Source: an optimization exercise on an open RTL-to-GDS flow (aim: small area and a short achievable clock period). Production flows keep margins and buffers that such runs may drop.
Where RTL was checked, it was by simulation tests only, not by an equivalence proof against the original.

==> maple <==
## bist
module bist #(parameter size = 6, length = 8) (
    input  logic clk,
    input  logic rst,
    input  logic start,
    input  logic csin,
    input  logic rwbarin,
    input  logic opr,
    input  logic [size-1:0] address,
    input  logic [length-1:0] datain,
    output logic [length-1:0] dataout,
    output logic fail
);
==> module bist, before the edit <==
module bist #(parameter size = 6, length = 8) (
    input  logic clk,
    input  logic rst,
    input  logic start,
    input  logic csin,
    input  logic rwbarin,
    input  logic opr,
    input  logic [size-1:0] address,
    input  logic [length-1:0] datain,
    output logic [length-1:0] dataout,
    output logic fail
);
    logic        test;       
    logic [9:0]  cnt;        
    logic        cout;       
    logic        h;          
    logic [63:0][7:0] mem;
    genvar g, j, b;
    logic [7:0] pat;
    always_comb begin
        case (cnt[9:7])
            3'd0: pat = 8'hAA;
            3'd1: pat = 8'h55;
            3'd2: pat = 8'hF0;
            3'd3: pat = 8'h0F;
            3'd4: pat = 8'h00;
            3'd5: pat = 8'hFF;
            3'd6: pat = 8'h33;
            default: pat = 8'hCC;
        endcase
    end
    logic       test_o;      
    logic       trd;         
    logic       twr;         
    logic       cs, nrw;
    logic [7:0] d;
    assign cs  = test | csin;
    assign nrw = twr | (~test_o & ~rwbarin);
    assign d   = test ? pat : datain;
    logic [7:0] alo, ahir, ahiw, tlo, thir, thiw;
    logic [7:0] lo, hir, hiw;
    always_comb begin
        for (int i = 0; i < 8; i++) begin
            alo[i]  = (address[2:0] == i[2:0]);
            ahir[i] = (address[5:3] == i[2:0]) & rwbarin;
            ahiw[i] = (address[5:3] == i[2:0]) & csin & ~rwbarin;
            tlo[i]  = (cnt[2:0] == i[2:0]);
            thir[i] = (cnt[5:3] == i[2:0]) & cnt[6];
            thiw[i] = (cnt[5:3] == i[2:0]) & ~cnt[6];
        end
    end
    logic t_lo, n_lo, t_hr, n_hr, t_hw, n_hw;
    cell_dffr u_t_lo (.clk(clk), .rst(rst), .d(test_nx),  .q(t_lo));
    cell_dffs u_n_lo (.clk(clk), .set(rst), .d(~test_nx), .q(n_lo));
    cell_dffr u_t_hr (.clk(clk), .rst(rst), .d(test_nx),  .q(t_hr));
    cell_dffs u_n_hr (.clk(clk), .set(rst), .d(~test_nx), .q(n_hr));
    cell_dffr u_t_hw (.clk(clk), .rst(rst), .d(test_nx),  .q(t_hw));
    cell_dffs u_n_hw (.clk(clk), .set(rst), .d(~test_nx), .q(n_hw));
    generate
        for (g = 0; g < 8; g++) begin : g_dec
            cell_ao22 u_lo  (.a1(alo[g]),  .a2(n_lo), .b1(tlo[g]),  .b2(t_lo), .y(lo[g]));
            cell_ao22 u_hir (.a1(ahir[g]), .a2(n_hr), .b1(thir[g]), .b2(t_hr), .y(hir[g]));
            cell_ao22 u_hiw (.a1(ahiw[g]), .a2(n_hw), .b1(thiw[g]), .b2(t_hw), .y(hiw[g]));
        end
    endgenerate
    generate
        for (g = 0; g < 8; g++) begin : g_grp
            for (j = 0; j < 8; j++) begin : g_row
                logic we, wen;
                logic [7:0] nxt;
                cell_nand2 u_wen (.a(hiw[g]), .b(lo[j]), .y(wen));
                cell_inv   u_we  (.a(wen), .y(we));
                for (b = 0; b < 8; b++) begin : g_bit
                    cell_ao22 u_hold (.a1(mem[8*g+j][b]), .a2(wen), .b1(d[b]), .b2(we), .y(nxt[b]));
                end
                always_ff @(posedge clk) mem[8*g+j] <= nxt;
            end
        end
    endgenerate
    logic [7:0][7:0] grp;    
    logic [7:0] rsel, rdn_d, rdata_n;
    logic [7:0] wd;
    assign wd = d & {8{nrw}};
    generate
        for (b = 0; b < 8; b++) begin : g_rbit
            for (g = 0; g < 8; g++) begin : g_rgrp
                logic [7:0] col;
                for (j = 0; j < 8; j++) begin : g_col
                    assign col[j] = mem[8*g+j][b];
                end
                cell_ao8 u_g (.s(lo), .q(col), .y(grp[b][g]));
            end
            cell_ao8  u_s (.s(hir), .q(grp[b]), .y(rsel[b]));
            cell_nor2 u_n (.a(rsel[b]), .b(wd[b]), .y(rdn_d[b]));
        end
    endgenerate
    always_ff @(posedge clk) begin
        if (cs) rdata_n <= rdn_d;
    end
    logic [7:0] rq_idle, rq_test;
    assign rq_idle = ~rdata_n & {8{~test_o}};
    assign rq_test = ~rdata_n & {8{trd}};
    generate
        for (b = 0; b < 8; b++) begin : g_out
            cell_a31o u_o (.a1(rq_idle[b]), .a2(csin), .a3(rwbarin), .b1(rq_test[b]), .y(dataout[b]));
        end
    endgenerate
    logic       test_nx;
    logic [9:0] cnt_nx;
    assign test_nx = test ? ~cout : start;
    assign cnt_nx  = !test ? 10'd0 : (&cnt) ? cnt : cnt + 10'd1;
    always_ff @(posedge clk or posedge rst) begin
        if (rst) begin
            test <= 1'b0;
            trd  <= 1'b0;
            twr  <= 1'b0;
        end else begin
            test <= test_nx;
            trd  <= test_nx & cnt_nx[6];
            twr  <= test_nx & ~cnt_nx[6];
        end
    end
    cell_dffr u_test_o (.clk(clk), .rst(rst), .d(test_nx), .q(test_o));
    always_ff @(posedge clk) begin
        if (!test) begin
            cnt  <= 10'd0;
            cout <= 1'b0;
        end else begin
            cout <= &cnt;
            if (!(&cnt)) cnt <= cnt + 10'd1;
        end
    end
    logic mism;
    assign mism = cnt[6] ? (pat != ~rdata_n) : (pat != 8'h00);
    always_ff @(posedge clk or posedge rst) begin
        if (rst) begin
            h    <= 1'b0;
            fail <= 1'b0;
        end else begin
            h    <= cnt[6];
            fail <= test & opr & h & mism;
        end
    end
endmodule
==> module cell_a31o, before the edit <==
module cell_a31o (input logic a1, a2, a3, b1, output logic y);
    assign y = (a1 & a2 & a3) | b1;
endmodule
==> module cell_dffr, before the edit <==
module cell_dffr (input logic clk, rst, d, output logic q);
    always_ff @(posedge clk or posedge rst) begin
        if (rst) q <= 1'b0;
        else     q <= d;
    end
endmodule
==> flow/config.mk <==
export PLATFORM = sky130hd
export DESIGN_NAME = bist
export DESIGN_NICKNAME = bist
export VERILOG_FILES = /design/flow/design.v
export SDC_FILE = /design/flow/constraint.sdc
export NUM_CORES = 4
export LEC_CHECK = 0
export CAP_MARGIN = 20
export CORE_MARGIN = 2
export CORE_UTILIZATION = 70
export CTS_BUF_LIST = sky130_fd_sc_hd__clkbuf_16
export CTS_CLUSTER_DIAMETER = 80
export CTS_CLUSTER_SIZE = 30
export PLACE_DENSITY = 0.8
export SETUP_SLACK_MARGIN = 2.0
export SLEW_MARGIN = 20
export SYNTH_HIERARCHICAL = 1
==> flow/constraint.sdc <==
create_clock -name core_clock -period 5.0 [get_ports {clk}]
set_input_delay 1.0000 -clock core_clock [delete_from_list [all_inputs] [get_ports {clk}]]
set_output_delay 1.0000 -clock core_clock [all_outputs]
set_load 0.01 [all_outputs]
standard.sh (not shown) runs the stock make flow with config.mk's settings and CLKGATE_MAP_FILE= SYNTH_SCRIPT=/design/flow/synth_recipe.tcl, a recipe that flattens the netlist after the stock synthesis.
==> flow/flow/run.sh <==
#!/bin/bash
# Layout flow: the standard ORFS flow (standard.sh), with the port
# buffers made of buf_4 cells instead of the default delay-buffer cells.
set -euo pipefail
bash standard.sh 'BUFFER_PORTS_ARGS=-buffer_cell sky130_fd_sc_hd__buf_4' ${EXTRA_MAKE_ARGS:-} finish > flow_make.log 2>&1
==> inputs of indigo, as changes to maple <==
==> flow/design.v (replaced) <==
module bist #(parameter size = 6, length = 8) (
    input  logic clk,
    input  logic rst,
    input  logic start,
    input  logic csin,
    input  logic rwbarin,
    input  logic opr,
    input  logic [size-1:0] address,
    input  logic [length-1:0] datain,
    output logic [length-1:0] dataout,
    output logic fail
);
    logic        test;       
    logic [7:0]  rlo, rhi;
    logic [3:0]  cup;
    logic        cout;       
    logic        h;          
    logic [63:0][7:0] mem;
    genvar g, j, b;
    function automatic logic [7:0] pattern(input logic [2:0] p);
        case (p)
            3'd0: pattern = 8'hAA;
            3'd1: pattern = 8'h55;
            3'd2: pattern = 8'hF0;
            3'd3: pattern = 8'h0F;
            3'd4: pattern = 8'h00;
            3'd5: pattern = 8'hFF;
            3'd6: pattern = 8'h33;
            default: pattern = 8'hCC;
        endcase
    endfunction
    logic       trd;         
    logic       twr;         
    logic       n_d;         
    logic [7:0] pat;         
    logic       cs, nrw;
    logic [7:0] d;
    assign cs  = test | csin;
    assign nrw = twr | (~trd & ~rwbarin);
    assign pat = pattern(cup[3:1]);
    assign d   = n_d ? datain : pat;
    logic n_lo, n_hr, n_hw;
    cell_dffs u_n_lo (.clk(clk), .set(rst), .d(~test_nx), .q(n_lo));
    cell_dffs u_n_hr (.clk(clk), .set(rst), .d(~test_nx), .q(n_hr));
    cell_dffs u_n_hw (.clk(clk), .set(rst), .d(~test_nx), .q(n_hw));
    logic [7:0] alo, ahir, ahiw, thir, thiw;
    logic [7:0] hir, hiw;
    logic [7:0][7:0] lo_g;   
    always_comb begin
        for (int i = 0; i < 8; i++) begin
            alo[i]  = (address[2:0] == i[2:0]) & n_lo;
            ahir[i] = (address[5:3] == i[2:0]) & rwbarin & n_hr;
            ahiw[i] = (address[5:3] == i[2:0]) & csin & ~rwbarin & n_hw;
            thir[i] = rhi[i] & cup[0];
            thiw[i] = rhi[i] & ~cup[0];
        end
    end
    generate
        for (g = 0; g < 8; g++) begin : g_dec
            for (j = 0; j < 8; j++) begin : g_lor
                cell_or2 u_lo (.a(alo[j]), .b(rlo[j]), .y(lo_g[g][j]));
            end
            cell_or2 u_hir  (.a(ahir[g]), .b(thir[g]), .y(hir[g]));
            cell_or2 u_hiw  (.a(ahiw[g]), .b(thiw[g]), .y(hiw[g]));
        end
    endgenerate
    generate
        for (g = 0; g < 8; g++) begin : g_grp
            for (j = 0; j < 8; j++) begin : g_row
                logic we, wen;
                logic [7:0] nxt;
                cell_nand2 u_wen (.a(hiw[g]), .b(lo_g[g][j]), .y(wen));
                cell_inv   u_we  (.a(wen), .y(we));
                for (b = 0; b < 8; b++) begin : g_bit
                    cell_ao22 u_hold (.a1(mem[8*g+j][b]), .a2(wen), .b1(d[b]), .b2(we), .y(nxt[b]));
                end
                always_ff @(posedge clk) mem[8*g+j] <= nxt;
            end
        end
    endgenerate
    logic [7:0][7:0] grp;    
    logic [7:0] rsel, rdn_d, rdata_n;
    logic [7:0] wd;
    assign wd = d & {8{nrw}};
    generate
        for (b = 0; b < 8; b++) begin : g_rbit
            for (g = 0; g < 8; g++) begin : g_rgrp
                logic [7:0] col;
                for (j = 0; j < 8; j++) begin : g_col
                    assign col[j] = mem[8*g+j][b];
                end
                cell_ao8 u_g (.s(lo_g[g]), .q(col), .y(grp[b][g]));
            end
            cell_ao8  u_s (.s(hir), .q(grp[b]), .y(rsel[b]));
            cell_nor2 u_n (.a(rsel[b]), .b(wd[b]), .y(rdn_d[b]));
        end
    endgenerate
    always_ff @(posedge clk) begin
        if (cs) rdata_n <= rdn_d;
    end
    cell_dffs u_n_d (.clk(clk), .set(rst), .d(~test_nx), .q(n_d));
    generate
        for (b = 0; b < 8; b++) begin : g_out
            logic p, q_n, r_n;
            cell_nor2   u_p (.a(rdata_n[b]), .b(twr), .y(p));
            cell_nand3  u_q (.a(csin), .b(rwbarin), .c(p), .y(q_n));
            cell_nand2b u_r (.a_n(rdata_n[b]), .b(trd), .y(r_n));
            cell_nand2  u_o (.a(q_n), .b(r_n), .y(dataout[b]));
        end
    endgenerate
    logic       full;        
    logic       test_nx;
    logic [7:0] rlo_nx, rhi_nx;
    logic [3:0] cup_nx;
    assign full    = rlo[7] & rhi[7] & (&cup);
    assign test_nx = test ? ~cout : start;
    always_comb begin
        if (!test) begin
            rlo_nx = {7'd0, test_nx};
            rhi_nx = {7'd0, test_nx};
            cup_nx = 4'd0;
        end else if (full) begin
            rlo_nx = test_nx ? rlo : 8'd0;
            rhi_nx = test_nx ? rhi : 8'd0;
            cup_nx = cup;
        end else begin
            rlo_nx = {rlo[6:0], rlo[7]};
            rhi_nx = rlo[7] ? {rhi[6:0], rhi[7]} : rhi;
            cup_nx = (rlo[7] & rhi[7]) ? cup + 4'd1 : cup;
        end
    end
    always_ff @(posedge clk or posedge rst) begin
        if (rst) begin
            test <= 1'b0;
            trd  <= 1'b0;
            twr  <= 1'b0;
        end else begin
            test <= test_nx;
            trd  <= test_nx & cup_nx[0];
            twr  <= test_nx & ~cup_nx[0];
        end
    end
    always_ff @(posedge clk or posedge rst) begin
        if (rst) begin
            rlo <= 8'd0;
            rhi <= 8'd0;
        end else begin
            rlo <= rlo_nx;
            rhi <= rhi_nx;
        end
    end
    always_ff @(posedge clk) begin
        cup  <= cup_nx;
        cout <= test & full;
    end
    logic mism;
    assign mism = cup[0] ? (pat != ~rdata_n) : (pat != 8'h00);
    always_ff @(posedge clk or posedge rst) begin
        if (rst) begin
            h    <= 1'b0;
            fail <= 1'b0;
        end else begin
            h    <= cup[0];
            fail <= test & opr & h & mism;
        end
    end
endmodule
module cell_inv (input logic a, output logic y);
    assign y = ~a;
endmodule
module cell_nand2 (input logic a, b, output logic y);
    assign y = ~(a & b);
endmodule
module cell_or2 (input logic a, b, output logic y);
    assign y = a | b;
endmodule
module cell_nor2 (input logic a, b, output logic y);
    assign y = ~(a | b);
endmodule
module cell_ao22 (input logic a1, a2, b1, b2, output logic y);
    assign y = (a1 & a2) | (b1 & b2);
endmodule
module cell_ao8 (input logic [7:0] s, q, output logic y);
    assign y = |(s & q);
endmodule
module cell_nand3 (input logic a, b, c, output logic y);
    assign y = ~(a & b & c);
endmodule
module cell_nand2b (input logic a_n, b, output logic y);
    assign y = a_n | ~b;
endmodule
module cell_dffs (input logic clk, set, d, output logic q);
    always_ff @(posedge clk or posedge set) begin
        if (set) q <= 1'b1;
        else     q <= d;
    end
endmodule
--- a/flow/config.mk
+++ b/flow/config.mk
@@ -8,10 +8,10 @@
 export CAP_MARGIN = 20
 export CORE_MARGIN = 2
-export CORE_UTILIZATION = 70
+export CORE_UTILIZATION = 60
 export CTS_BUF_LIST = sky130_fd_sc_hd__clkbuf_16
-export CTS_CLUSTER_DIAMETER = 80
-export CTS_CLUSTER_SIZE = 30
+export CTS_CLUSTER_DIAMETER = 70
+export CTS_CLUSTER_SIZE = 25
 export PLACE_DENSITY = 0.8
-export SETUP_SLACK_MARGIN = 2.0
+export SETUP_SLACK_MARGIN = 2.6
 export SLEW_MARGIN = 20
 export SYNTH_HIERARCHICAL = 1
==> impl_metrics.yaml <==
status:
  outcome: "timing/DRC/antenna clean"
place:
  pre_cts_ws_ps: 1720
finish:
  multi_input_area_mm2: 0.00983
power_and_ir_drop:
  power.density_mw_per_mm2: 342
  p_leak_nw: 9.25
floorplanning:
  placementRows: 68
routing:
  vias: 17400
timing:
  fin_crit_ps: 2470
  relSlewSlack: 0.381
-- figures above: indigo

==> impl_metrics.yaml <==
status:
  outcome: "timing/DRC/antenna clean"
floorplanning:
  die_y_um: 174
  placementRows: 62
grt:
  antenna_found_initial: 1
  grt_max_degree: 73
place:
  pre_cts_ws_ps: 1490
routing:
  vias: 16700
setup_path:
  cp_cell_sequence: "inv_1 > ha_1 > and2b_1 > a22o_2 > buf_6 > a22oi_1 > nand4_1 > a22oi_1 > nand4_1 > nor2_1"
  crit_cells: 10
power_and_ir_drop:
  p_leak_nw: 8.68
worst_hold_path:
  hp-class: "in -> async"
finish:
  multi_input_area_mm2: 0.00889
  dominant_cells: "flip-flops and latches"
timing:
  fmax_mhz: 340
  fin_crit_ps: 2940
logic_synthesis:
  synth_flop_cell: "dfxtp_1"
-- figures above: maple

The RTL of maple was laid out without a check of its function.

-- what the ideal ports hide --
How much do the figures lean on ideal ports? The routed layouts below were timed once more, with nothing changed but the port constraints. Step 1 (the two cells are an assumption about what drives the block):
set clk [get_ports {clk}]
set_driving_cell -lib_cell sky130_fd_sc_hd__clkbuf_16 $clk
set_driving_cell -lib_cell sky130_fd_sc_hd__buf_2 [delete_from_list [all_inputs] $clk]
Step 2, shift: input delay + t, output delay - t, t = (earliest + latest rising clock arrival at the registers) / 2. This alone moves slack from input paths to output paths. Three values: ideal, step 1, step 2; two values: the first two.
run | t, ns | setup WS [ns] | worst hold slack (ns) | latest minus earliest clock arrival (ns) | pins driven straight from the clock port
maple | 0.617 | 2.055 / 2.055 / 1.532 | 0.322 / 0.298 / 0.494 | 0.035 / 0.036 | 1
indigo | 0.637 | 2.533 / 2.479 / 1.955 | 0.462 / 0.429 / 0.492 | 0.017 / 0.017 | 1
After both steps setup and hold are still met in every run listed. The setup slack of indigo, which loses most, moves by -0.054 ns with the drivers and by -0.578 ns with both steps.
